From an optimization exercise on the open Yosys and OpenROAD flow, aimed at small area, a short achievable clock period and few clock cycles; shortcuts taken in it are not production practice.
RTL that was checked went through simulation tests only; none was proved equivalent to the original.
Power figures rest on the tool's default switching activity, not on a simulated workload.

Setup of cedar:
Design JAM, start of the top module:
module JAM (
input CLK,
input RST,
output reg [2:0] W,
output reg [2:0] J,
input [6:0] Cost,
output reg [3:0] MatchCount,
output reg [9:0] MinCost,
output reg Valid );
For scale: about 25000 µm² of cells after synthesis.
Settings: LEC_CHECK=0, ABC_CLOCK_PERIOD_IN_PS=2500, CAP_MARGIN=20, CORE_MARGIN=2, CORE_UTILIZATION=40, SETUP_SLACK_MARGIN=3.0, SLEW_MARGIN=20; clock period 6.0 ns.
run.sh (not shown) runs the stock make flow with config.mk's settings and CLKGATE_MAP_FILE= SYNTH_SCRIPT=/design/flow/synth_recipe.tcl, a recipe that flattens the netlist after the stock synthesis.
--- input diff cedar..pepper ---
# cedar
export LEC_CHECK = 0
export ABC_CLOCK_PERIOD_IN_PS = 2500
export CAP_MARGIN = 20
export CORE_MARGIN = 2
export CORE_UTILIZATION = 40
export SETUP_SLACK_MARGIN = 3.0
export SLEW_MARGIN = 20
create_clock -name core_clock -period 6.0 [get_ports {CLK}]
# pepper
export LEC_CHECK = 0
export ABC_CLOCK_PERIOD_IN_PS = 2500
export CAP_MARGIN = 20
export CORE_MARGIN = 2
export CORE_UTILIZATION = 55
export SETUP_SLACK_MARGIN = 3.0
export SLEW_MARGIN = 20
create_clock -name core_clock -period 6.0 [get_ports {CLK}]
Findings:
For the met2 wire length, pepper came in about 2.2% lower than cedar did.
Max total number of cells along the worst setup path across pepper and cedar: pepper
Changes observed in pepper relative to cedar: number of vias per cell up about 8%; hold slack stayed essentially flat.
cedar → pepper: setup slack of the critical path after layout dropped 0.025 ns; max-slew headroom at the worst pin decreased by 3.9 points relative to the old numbers; final standard cell area without fillers now sits lower.
Function was not checked in any run of this note: the RTL went through the layout flow alone.


Another version of the RTL of JAM (not shown whole).
Size in the first run: roughly 2400 cells after synthesis, roughly 510 flip-flops, ~25000 sq um of cells after synthesis.
Settings: LEC_CHECK=0, ABC_CLOCK_PERIOD_IN_PS=2500, CAP_MARGIN=20, CORE_MARGIN=2, CORE_UTILIZATION=40, SETUP_SLACK_MARGIN=3.5, SLEW_MARGIN=20; clock period 6.0 ns.
Next try:
- SETUP_SLACK_MARGIN: 3.5 -> 3.0
Effect: Core utilization decreases by 4.6 points; routed wire length drops by roughly a tenth; register-to-register slack is better by 0.04 ns; cell count is lower by a few percent; final area falls by a little under a tenth; sequential share of layout area came out higher by 3.7 points; sequential cell count does not change; power decreases slightly; via count shrinks by a few percent; setup slack improved by 0.045 ns; clock skew rises by 0.0033 ns.
No functional check of the RTL was part of any run of this note.


Another version of the RTL of JAM (not shown whole).
Size: about 2200 cells after synthesis.
export LEC_CHECK = 0
export ABC_CLOCK_PERIOD_IN_PS = 2500
export CAP_MARGIN = 20
export CORE_MARGIN = 2
export CORE_UTILIZATION = 40
export SETUP_SLACK_MARGIN = 3.0
export SLEW_MARGIN = 20
create_clock -name core_clock -period 6.0 [get_ports {CLK}]
Testbench counts at the start, summed over its fixed seeds: cycles 3,501.
==> next run, changes <==
--- a/flow/config.mk
+++ b/flow/config.mk
@@ -6,8 +6,8 @@
 export NUM_CORES = 4
 export LEC_CHECK = 0
-export ABC_CLOCK_PERIOD_IN_PS = 2500
+export ABC_CLOCK_PERIOD_IN_PS = 2000
 export CAP_MARGIN = 20
 export CORE_MARGIN = 2
 export CORE_UTILIZATION = 40
-export SETUP_SLACK_MARGIN = 3.0
+export SETUP_SLACK_MARGIN = 3.3
 export SLEW_MARGIN = 20
What happened: The changed run produced a clean layout. Setup slack got worse by 0.0062 ns. Clock-buffer cell count went up by 13. Via count came out higher by 1.5%. Wire length came out higher by 2.1%.


Setup of run D:
JAM, a different RTL version from the one above (not shown whole).
Size in the first run: roughly 30 I/O pins.
==> flow/config.mk <==
export PLATFORM = sky130hd
export DESIGN_NAME = JAM
export DESIGN_NICKNAME = JAM
export VERILOG_FILES = /design/flow/design.v
export SDC_FILE = /design/flow/constraint.sdc
export NUM_CORES = 4
export LEC_CHECK = 0
export ABC_CLOCK_PERIOD_IN_PS = 2500
export CAP_MARGIN = 20
export CORE_MARGIN = 2
export CORE_UTILIZATION = 45
export SETUP_SLACK_MARGIN = 3.0
export SLEW_MARGIN = 20
==> flow/constraint.sdc <==
create_clock -name core_clock -period 6.0 [get_ports {CLK}]
set_input_delay 1.2000 -clock core_clock [delete_from_list [all_inputs] [get_ports {CLK}]]
set_output_delay 1.2000 -clock core_clock [all_outputs]
set_load 0.01 [all_outputs]
Testbench counts of run D, summed over its fixed seeds: cycles 3,348.
Relative to run D, the following input files were edited for run A:
# run D
export LEC_CHECK = 0
export ABC_CLOCK_PERIOD_IN_PS = 2500
export CAP_MARGIN = 20
export CORE_MARGIN = 2
export CORE_UTILIZATION = 45
export SETUP_SLACK_MARGIN = 3.0
export SLEW_MARGIN = 20
create_clock -name core_clock -period 6.0 [get_ports {CLK}]
# run A
export LEC_CHECK = 0
export ABC_CLOCK_PERIOD_IN_PS = 2500
export CAP_MARGIN = 20
export CORE_MARGIN = 2
export CORE_UTILIZATION = 40
export SETUP_SLACK_MARGIN = 3.0
export SLEW_MARGIN = 20
create_clock -name core_clock -period 6.0 [get_ports {CLK}]
--- outcome ---
- Run comparison: run A top power group clock; run D top power group sequential cells
- Run A: share of the core filled with cells in the final layout lower than run D
- Initial antenna violation count, run A and run D: smaller value in run D
- Going from run D to run A, area growth from synthesis to layout went up 1.6 points; final worst-path setup slack now sits lower.
- Diff run D..run A | global-route track usage on met3 | negligible
- Run A: flow completed, timing, DRC and antenna clean
- Delta (run A minus run D): flip-flop and latch count did not really move, switching fraction of total power went down, x dimension of the die went up, layout clock buffer count went down.
- Run A: worst slack after detailed placement is 0.52 ns higher than what run D reported.


Another version of the RTL of JAM (not shown whole).
Size in the first run: ~480 flip-flops, ~30 I/O pins, about 25000 sq um of cells after synthesis.
Settings: LEC_CHECK=0, ABC_CLOCK_PERIOD_IN_PS=2000, CAP_MARGIN=20, CORE_MARGIN=2, CORE_UTILIZATION=40, SETUP_SLACK_MARGIN=4.0, SLEW_MARGIN=20; clock period 6.0 ns.
The first run finished with timing, DRC and antenna clean.
Testbench counts at the start, summed over its fixed seeds: cycles 3,717.
Change:
- ABC_CLOCK_PERIOD_IN_PS: 2000 -> unset
- SETUP_SLACK_MARGIN: 4.0 -> unset
Effect: The changed run completed without violations. Power fell by 2.0%. Register-to-register slack is worse by 0.43 ns. Area after synthesis stays the same. Wire length fell by 20%. Fmax fell by 12%. Via count fell by 12%. Final area fell by 22%. Count of clock-buffer cells in the layout fell by 6. Non-clock buffer count fell by 336.
Change:
- ABC_CLOCK_PERIOD_IN_PS: unset -> 2500
- SETUP_SLACK_MARGIN: unset -> 3.0
Setup slack improves by 0.49 ns.
Area after synthesis stays the same.
Routed wire length increases by a few percent.
Clock skew went down by 0.0045 ns.
Sequential power stays flat.
Fmax goes up by about a fifth.


JAM, a different RTL version from the one above (not shown whole).
Size: about 2200 cells after synthesis, roughly 460 flip-flops, ~24000 sq um of cells after synthesis.
==> flow/config.mk <==
export PLATFORM = sky130hd
export DESIGN_NAME = JAM
export DESIGN_NICKNAME = JAM
export VERILOG_FILES = /design/flow/design.v
export SDC_FILE = /design/flow/constraint.sdc
export NUM_CORES = 4
export LEC_CHECK = 0
export ABC_CLOCK_PERIOD_IN_PS = 2500
export CAP_MARGIN = 20
export CORE_MARGIN = 2
export CORE_UTILIZATION = 35
export SETUP_SLACK_MARGIN = 3.0
export SLEW_MARGIN = 20
==> flow/constraint.sdc <==
create_clock -name core_clock -period 6.0 [get_ports {CLK}]
set_input_delay 1.2000 -clock core_clock [delete_from_list [all_inputs] [get_ports {CLK}]]
set_output_delay 1.2000 -clock core_clock [all_outputs]
set_load 0.01 [all_outputs]
Testbench counts at the start, summed over its fixed seeds: cycles 3,348.
Then changed:
- ABC_CLOCK_PERIOD_IN_PS: 2500 -> 2000
- CORE_UTILIZATION: 35 -> 40
=>
- The new run ran to the end with no violations
- clock power decreases by a few percent
- utilization increases by 5.9 points
- setup slack gets better by 0.14 ns
- die area decreases by roughly a tenth
- final area stays flat
Then changed:
- ABC_AREA: default -> 1
- ABC_CLOCK_PERIOD_IN_PS: 2000 -> 2500
- SETUP_SLACK_MARGIN: 3.0 -> 2.8
What happened:
- worst hold slack got worse by 0.0049 ns
- global-route usage is higher by 0.79 points
- non-clock buffer count went down by 63
- die area rises by a few percent
- flip-flop and latch count is unchanged
- worst setup slack gets worse by 0.11 ns
- wire length went up by a few percent
- clock-buffer cell count climbs by 9
Then changed:
- SETUP_SLACK_MARGIN: 2.8 -> 3.0
Result: Fmax went up by 7.2%; combinational power hardly moves; count of clock-buffer cells in the layout went down by 6.
Then changed:
- ABC_AREA: 1 -> default
What happened: Combinational power falls by about 5%. Via count drops by 13%. Die area is lower by about 3.8%. Sequential power hardly moves.
Then changed:
- ABC_AREA: default -> 1
- SETUP_SLACK_MARGIN: 3.0 -> 3.25
The new run passed the timing, DRC and antenna checks.
Power rises by 2.6%.
Hold slack barely changes.
Via count rises by 17%.
Sequential power barely changes.
Clock-buffer cell count stays the same.
Die area rises by 3.9%.
Register-to-register slack improved by 0.13 ns.
Core utilization rises by 0.54 points.


Setup of the reference run:
Another version of the RTL of JAM (not shown whole).
For scale: about 2200 cells after synthesis, about 30 I/O pins, roughly 0.024 mm2 of cells after synthesis.
Settings: LEC_CHECK=0, ABC_CLOCK_PERIOD_IN_PS=3000, CAP_MARGIN=20, CORE_MARGIN=2, CORE_UTILIZATION=40, SETUP_SLACK_MARGIN=3.1, SLEW_MARGIN=20; clock period 6.0 ns.
The reference run ran to completion and came out clean on the timing, DRC and antenna checks.
Testbench counts of the reference run, summed over its fixed seeds: cycles 3,418.
## Diff of input files: the trial run against the reference run
# the reference run
export LEC_CHECK = 0
export ABC_CLOCK_PERIOD_IN_PS = 3000
export CAP_MARGIN = 20
export CORE_MARGIN = 2
export CORE_UTILIZATION = 40
export SETUP_SLACK_MARGIN = 3.1
export SLEW_MARGIN = 20
create_clock -name core_clock -period 6.0 [get_ports {CLK}]
# the trial run
export LEC_CHECK = 0
export ABC_CLOCK_PERIOD_IN_PS = 2500
export CAP_MARGIN = 20
export CORE_MARGIN = 2
export CORE_UTILIZATION = 40
export SETUP_SLACK_MARGIN = 3.0
export SLEW_MARGIN = 20
create_clock -name core_clock -period 6.0 [get_ports {CLK}]
==> run summary <==
The design area in the trial run was lower than what the reference run gave.
The trial run vs the reference run: maximum frequency from static timing analysis up in the trial run
Mean routed wirelength per cell (higher): the trial run
Compared with the reference run, in the trial run standard cell area after detailed placement was more or less identical; area of the multi-input gates went down by about 2.4%; number of standard cells in the final layout excluding fillers went down by 50; portion of total power attributed to the clock network went down by 0.4 points.
Wire length of the first global-routing pass was higher in the trial run than in the reference run.

## static timing again, ports no longer ideal
In the flow no input, the clock included, has a driving cell. The finished layouts below were timed again as built, in two steps.
Step 1: set_driving_cell puts a clkbuf_16 on CLK and a buf_2 on each other input, an assumption about the parent block.
Step 2, shift: input delay + t, output delay - t, t = (earliest + latest rising clock arrival at the registers) / 2. This alone moves slack from input paths to output paths.
Three values: no drivers, after step 1, after step 2; two values: the first two.
| run | shift t [ns] | slack for setup (ns) | latest minus earliest clock arrival (ns) | worst register clock-pin slew, ns |
|---|---|---|---|---|
| cedar | 0.667 | 2.896 / 2.896 / 2.497 | 0.037 / 0.037 | 0.07 / 0.07 |
| pepper | 0.643 | 2.871 / 2.871 / 2.478 | 0.029 / 0.029 | 0.07 / 0.07 |
| the first run of note 2 | 0.688 | 3.028 / 3.028 / 2.832 | 0.036 / 0.036 | 0.06 / 0.06 |
| the second run of note 2 | 0.673 | 3.073 / 3.071 / 2.466 | 0.039 / 0.039 | 0.07 / 0.07 |
| the first run of note 3 | 0.690 | 2.878 / 2.878 / 2.471 | 0.049 / 0.049 | 0.07 / 0.07 |
| the second run of note 3 | 0.662 | 2.871 / 2.871 / 2.625 | 0.034 / 0.034 | 0.07 / 0.07 |
| run D | 0.659 | 2.982 / 2.982 / 2.482 | 0.039 / 0.039 | 0.07 / 0.07 |
| run A | 0.654 | 2.898 / 2.898 / 2.486 | 0.035 / 0.034 | 0.07 / 0.07 |
| the first run of note 5 | 0.675 | 2.860 / 2.860 / 2.860 | 0.042 / 0.042 | 0.07 / 0.07 |
| the second run of note 5 | 0.665 | 2.425 / 2.425 / 2.425 | 0.036 / 0.036 | 0.07 / 0.07 |
| the third run of note 5 | 0.679 | 2.912 / 2.912 / 2.912 | 0.032 / 0.032 | 0.07 / 0.07 |
| the first run of note 6 | 0.661 | 2.839 / 2.839 / 2.431 | 0.027 / 0.028 | 0.07 / 0.07 |
| the second run of note 6 | 0.662 | 2.976 / 2.976 / 2.465 | 0.034 / 0.034 | 0.07 / 0.07 |
| the third run of note 6 | 0.666 | 2.863 / 2.804 / 2.357 | 0.043 / 0.044 | 0.07 / 0.07 |
| the fourth run of note 6 | 0.672 | 3.074 / 3.074 / 2.494 | 0.068 / 0.068 | 0.07 / 0.07 |
| the fifth run of note 6 | 0.662 | 2.976 / 2.976 / 2.465 | 0.034 / 0.034 | 0.07 / 0.07 |
| the sixth run of note 6 | 0.677 | 3.109 / 3.109 / 2.699 | 0.042 / 0.042 | 0.07 / 0.07 |
| the reference run | 0.666 | 2.899 / 2.899 / 2.513 | 0.061 / 0.062 | 0.07 / 0.07 |
| the trial run | 0.652 | 2.926 / 2.926 / 2.470 | 0.019 / 0.020 | 0.06 / 0.06 |
After both steps every run listed still meets setup and hold. For the second run of note 2, which loses most, drivers alone change the setup slack by -0.002 ns; drivers and shift together by -0.607 ns.
